This is an optimization exercise on Yosys and OpenROAD, whose aim is small area, not a production implementation. Only simulation tests tie the RTL to the original design; equivalence was not proved. Power and IR drop assume default switching activity.

==> flow/design.v <==
module ButtonController(input i_clk, input i_reset, input i_button, output o_button);
    reg r_state; reg [6:0] c; reg r_button;
    assign o_button = r_button;
    wire a = i_button ^ r_state;
    wire term = ~c[0] & ~c[1] & ~c[2] & ~c[3] & c[6];
    wire fb = ~(c[6] ^ c[3]);
    wire [6:0] nx = {c[5], c[4] ^ term, c[3:0], fb};
    always @(posedge i_clk or posedge i_reset)
        if (i_reset) begin r_state <= 0; c <= 0; r_button <= 0; end
        else begin
            r_button <= a & term & r_state;
            if (a & term) r_state <= ~r_state;
            if (a) c <= nx;
        end
endmodule
`timescale 1ns / 1ps
module FanTimerTop(
    input i_clk,
    input i_reset,
    input i_button_R,
    input i_button_L,
    input i_button_D,
    input i_button_U,
    input i_button_C,
    output [3:0] o_FND_Digit,
    output [7:0] o_FND_Font,
    output [2:0] o_fanlight,
    output o_timerlight,
    output o_fan
    );
    wire w_R, w_L, w_D, w_U, w_C;
    ButtonController Button_R(.i_clk(i_clk), .i_reset(i_reset), .i_button(i_button_R), .o_button(w_R));
    ButtonController Button_L(.i_clk(i_clk), .i_reset(i_reset), .i_button(i_button_L), .o_button(w_L));
    ButtonController Button_D(.i_clk(i_clk), .i_reset(i_reset), .i_button(i_button_D), .o_button(w_D));
    ButtonController Button_U(.i_clk(i_clk), .i_reset(i_reset), .i_button(i_button_U), .o_button(w_U));
    ButtonController Button_C(.i_clk(i_clk), .i_reset(i_reset), .i_button(i_button_C), .o_button(w_C));
    wire [1:0] w_pos;
    wire w_tick1s, w_lt222, w_lt444, w_lt666;
    TimeBase TimeBase(.i_clk(i_clk), .i_reset(i_reset), .o_pos(w_pos), .o_tick1s(w_tick1s),
                      .o_lt222(w_lt222), .o_lt444(w_lt444), .o_lt666(w_lt666));
    wire [1:0] w_fan;
    FanLevel FanLevel(.i_clk(i_clk), .i_reset(i_reset), .i_R(w_R), .i_L(w_L), .i_D(w_D), .o_fan(w_fan));
    wire w_active, w_complete;
    wire [3:0] w_rem;
    Timer Timer(.i_clk(i_clk), .i_reset(i_reset), .i_U(w_U), .i_C(w_C), .i_D(w_D), .i_tick(w_tick1s),
                .o_active(w_active), .o_complete(w_complete), .o_rem(w_rem));
    Display Display(.i_pos(w_pos), .i_rem(w_rem), .i_fan(w_fan), .o_digit(o_FND_Digit), .o_font(o_FND_Font));
    wire w_fan_on = ~w_complete;
    assign o_fanlight   = w_fan_on ? {w_fan[1] & w_fan[0], w_fan[1], w_fan[1] | w_fan[0]} : 3'b000;
    assign o_timerlight = w_active;
    reg w_pwm;
    always @(*) begin
        case (w_fan)
            2'd0: w_pwm = 1'b0;
            2'd1: w_pwm = w_lt222;
            2'd2: w_pwm = w_lt444;
            default: w_pwm = w_lt666;
        endcase
    end
    assign o_fan = w_fan_on & w_pwm;
endmodule
module TimeBase(
    input i_clk,
    input i_reset,
    output [1:0] o_pos,
    output o_tick1s,
    output o_lt222, o_lt444, o_lt666
    );
    reg [5:0] r_half;
    reg       r_phase;
    reg [5:0] r_lo;
    reg [4:0] r_hi;
    wire w_half_end = ~r_half[0] & r_half[2] & ~r_half[3] & r_half[5];
    wire w_half_fb  = r_half[0] ^ r_half[5];
    wire w_tick100  = w_half_end & ~r_phase;
    wire w_lo_end   = r_lo[5] & r_lo[4] & r_lo[0];              
    wire w_hi_end   = r_hi[4] & r_hi[1] & r_hi[0];              
    wire w_lo_25    = r_lo[4] & r_lo[3] & ~r_lo[2] & ~r_lo[1] & r_lo[0];
    assign o_tick1s = w_half_end & r_phase & w_lo_25;
    always @(posedge i_clk or posedge i_reset) begin
        if (i_reset) begin
            r_half  <= 6'd9;
            r_phase <= 1'b0;
            r_lo    <= 6'd0;
            r_hi    <= 5'd0;
        end
        else begin
            r_half <= {r_half[4:2], r_half[1] ^ w_half_end, r_half[0], w_half_fb};
            if (w_half_end) r_phase <= ~r_phase;
            if (w_tick100) begin
                if (w_lo_end) begin
                    r_lo <= 6'd0;
                    r_hi <= w_hi_end ? 5'd0 : r_hi + 5'd1;
                end
                else begin
                    r_lo <= r_lo + 6'd1;
                end
            end
        end
    end
    assign o_pos   = {r_lo[1] ^ r_hi[0], r_lo[0]};
    assign o_lt222 = (r_hi < 5'd4)  | ((r_hi == 5'd4)  & (r_lo < 6'd22));
    assign o_lt444 = (r_hi < 5'd8)  | ((r_hi == 5'd8)  & (r_lo < 6'd44));
    assign o_lt666 = (r_hi < 5'd13) | ((r_hi == 5'd13) & (r_lo < 6'd16));
endmodule
module FanLevel(
    input i_clk,
    input i_reset,
    input i_R, i_L, i_D,
    output [1:0] o_fan
    );
    reg [1:0] r_fan;
    assign o_fan = r_fan;
    always @(posedge i_clk or posedge i_reset) begin
        if (i_reset) r_fan <= 2'd0;
        else if (i_D && r_fan != 2'd0) r_fan <= 2'd0;
        else if (i_R && r_fan != 2'd3) r_fan <= r_fan + 2'd1;
        else if (i_L && r_fan != 2'd0) r_fan <= r_fan - 2'd1;
    end
endmodule
module Timer(
    input i_clk,
    input i_reset,
    input i_U, i_C, i_D, i_tick,
    output o_active, o_complete,
    output [3:0] o_rem
    );
    reg [1:0] r_set;
    reg       r_run;
    reg [3:0] r_rem;
    wire w_set   = r_set[1] | r_set[0];
    wire w_zero  = ~(r_rem[3] | r_rem[2] | r_rem[1] | r_rem[0]);
    wire [1:0] w_set_up = r_set + 2'd1;
    assign o_active   = r_run & w_set;
    assign o_complete = r_run & ~w_set;
    assign o_rem      = r_rem;
    always @(posedge i_clk or posedge i_reset) begin
        if (i_reset) begin
            r_set <= 2'd0;
            r_run <= 1'b0;
            r_rem <= 4'd0;
        end
        else if (!r_run) begin
            if (i_U) begin
                r_set <= w_set_up;
                r_rem <= {w_set_up, w_set_up};
            end
            else if (i_C && w_set) begin
                r_run <= 1'b1;
            end
        end
        else if (w_set) begin
            if (w_zero) r_set <= 2'd0;
            else if (i_C) r_rem <= {r_set, r_set};
            else if (i_tick) r_rem <= r_rem - 4'd1;
        end
        else begin
            if (i_D) r_run <= 1'b0;
        end
    end
endmodule
module Display(
    input [1:0] i_pos,
    input [3:0] i_rem,
    input [1:0] i_fan,
    output [3:0] o_digit,
    output [7:0] o_font
    );
    wire w_tens = i_rem[3] & (i_rem[2] | i_rem[1]);
    wire [3:0] w_ones = {i_rem[3] & ~w_tens, i_rem[2] & (i_rem[1] | ~w_tens), i_rem[1] ^ w_tens, i_rem[0]};
    wire [3:0] w_value = i_pos[1] ? {2'd0, i_fan} : (i_pos[0] ? {3'd0, w_tens} : w_ones);
    reg [7:0] r_font;
    always @(*) begin
        case (w_value)
            4'h0 : r_font = 8'hc0;
            4'h1 : r_font = 8'hf9;
            4'h2 : r_font = 8'ha4;
            4'h3 : r_font = 8'hb0;
            4'h4 : r_font = 8'h99;
            4'h5 : r_font = 8'h92;
            4'h6 : r_font = 8'h82;
            4'h7 : r_font = 8'hf8;
            4'h8 : r_font = 8'h80;
            4'h9 : r_font = 8'h98;
            default: r_font = 8'hff;
        endcase
    end
    assign o_font  = r_font;
    assign o_digit = {~(i_pos[1] & i_pos[0]), 1'b1, i_pos[1] | ~i_pos[0], i_pos[1] | i_pos[0]};
endmodule
==> flow/config.mk <==
export PLATFORM = sky130hd
export DESIGN_NAME = FanTimerTop
export DESIGN_NICKNAME = FanTimerTop
export VERILOG_FILES = /design/flow/design.v
export SDC_FILE = /design/flow/constraint.sdc
export NUM_CORES = 4
export LEC_CHECK = 0
export ABC_AREA = 1
export CAP_MARGIN = 20
export CORE_MARGIN = 2
export CORE_UTILIZATION = 40
export SLEW_MARGIN = 20
==> flow/constraint.sdc <==
create_clock -name core_clock -period 30.0 [get_ports {i_clk}]
set_input_delay 6.0000 -clock core_clock [delete_from_list [all_inputs] [get_ports {i_clk}]]
set_output_delay 6.0000 -clock core_clock [all_outputs]
set_load 0.01 [all_outputs]
standard.sh (not shown) runs the stock make flow with config.mk's settings and CLKGATE_MAP_FILE= SYNTH_SCRIPT=/design/flow/synth_recipe.tcl, a recipe that flattens the netlist after the stock synthesis.
==> flow/flow/run.sh <==
#!/bin/bash
# Own layout flow: the standard ORFS flow (standard.sh) with three changes:
#  - synthesis: the ABC area script is flow/abc_area.script (deeper area
#    optimisation) and adders are left to ABC instead of half/full-adder cells;
#    everything before ABC, and so every register, is the standard synthesis's;
#  - ports are buffered with sky130_fd_sc_hd__buf_1;
#  - clock tree synthesis uses clkbuf_4 buffers and inserts no dummy loads.
# Each make run's full output goes to a log file here; ORFS's own per-step logs
# are under orfs/logs.
set -euo pipefail
W=$(pwd)
OVL="$W/scripts_ovl"
mkdir -p "$OVL"
for f in "$FLOW_HOME"/scripts/*; do ln -sfn "$f" "$OVL/"; done
rm -f "$OVL/abc_area.script"
cp "$W/flow/abc_area.script" "$OVL/abc_area.script"

bash standard.sh SCRIPTS_DIR="$OVL" ABC_AREA=1 ADDER_MAP_FILE= synth > "$W/make_synth.log" 2>&1

bash standard.sh \
  BUFFER_PORTS_ARGS="-buffer_cell sky130_fd_sc_hd__buf_1" \
  CTS_ARGS="-sink_clustering_enable -repair_clock_nets -dont_use_dummy_load -buf_list sky130_fd_sc_hd__clkbuf_4 -sink_clustering_size 18" \
  finish > "$W/make_layout.log" 2>&1
==> flow/flow/abc_area.script <==
strash
&get -n
&deepsyn -T 30 -S 2
&put
dch -f
amap
topo
Next try:
--- a/flow/design.v
+++ b/flow/design.v
@@ -124,41 +124,36 @@
     input i_U, i_C, i_D, i_tick,
     output o_active, o_complete,
     output [3:0] o_rem
     );
     reg [1:0] r_set;
-    reg       r_run;
     reg [3:0] r_rem;
-    wire w_set   = r_set[1] | r_set[0];
-    wire w_zero  = ~(r_rem[3] | r_rem[2] | r_rem[1] | r_rem[0]);
-    wire [1:0] w_set_up = r_set + 2'd1;
-    assign o_active   = r_run & w_set;
-    assign o_complete = r_run & ~w_set;
-    assign o_rem      = r_rem;
+    wire w_active = r_set[1] | r_set[0];
+    wire w_zero   = ~(r_rem[3] | r_rem[2] | r_rem[1] | r_rem[0]);
+    wire w_complete = ~w_active & r_rem[0] & ~r_rem[2];
+    wire [1:0] w_next = r_rem[3:2] + 2'd1;
+    assign o_active   = w_active;
+    assign o_complete = w_complete;
+    assign o_rem      = {r_rem[3:1], r_rem[0] & ~w_complete};
     always @(posedge i_clk or posedge i_reset) begin
         if (i_reset) begin
             r_set <= 2'd0;
-            r_run <= 1'b0;
             r_rem <= 4'd0;
         end
-        else if (!r_run) begin
-            if (i_U) begin
-                r_set <= w_set_up;
-                r_rem <= {w_set_up, w_set_up};
+        else if (w_active) begin
+            if (w_zero) begin
+                r_set <= 2'd0;
+                r_rem <= 4'd1;
             end
-            else if (i_C && w_set) begin
-                r_run <= 1'b1;
-            end
-        end
-        else if (w_set) begin
-            if (w_zero) r_set <= 2'd0;
             else if (i_C) r_rem <= {r_set, r_set};
             else if (i_tick) r_rem <= r_rem - 4'd1;
         end
-        else begin
-            if (i_D) r_run <= 1'b0;
+        else if (w_complete) begin
+            if (i_D) r_rem <= 4'd0;
         end
+        else if (i_U) r_rem <= {w_next, w_next};
+        else if (i_C) r_set <= r_rem[3:2];
     end
 endmodule
 module Display(
     input [1:0] i_pos,
     input [3:0] i_rem,
Worst hold slack is worse by 27 ps.
Die area came out lower by 1.3%.
Worst setup slack is better by 430 ps.
Global-route usage barely changes.
Sequential share of layout area stays flat.
Clock power came out lower by about 1%.
Sequential cell count came out lower by 1.

afterwards: timing with drivers on the ports:
In the flow no input, the clock included, has a driving cell. The finished layouts below were timed again as built, in two steps.
Step 1 (the two cells are an assumption about what drives the block):
set clk [get_ports {i_clk}]
set_driving_cell -lib_cell sky130_fd_sc_hd__clkbuf_16 $clk
set_driving_cell -lib_cell sky130_fd_sc_hd__buf_2 [delete_from_list [all_inputs] $clk]
Step 2, shift: input delay + t, output delay - t, t = (earliest + latest rising clock arrival at the registers) / 2. This alone moves slack from input paths to output paths.
a / b / c = ideal / step 1 / step 2; a / b = the first two.
| run | t, ns | setup slack, ns | worst setup path at the end |
|---|---|---|---|
| the first run | 0.417 | 21.325 / 21.294 / 21.712 | register to output |
| the second run | 0.410 | 21.752 / 21.724 / 22.134 | register to output |
After both steps every run listed still meets setup and hold.
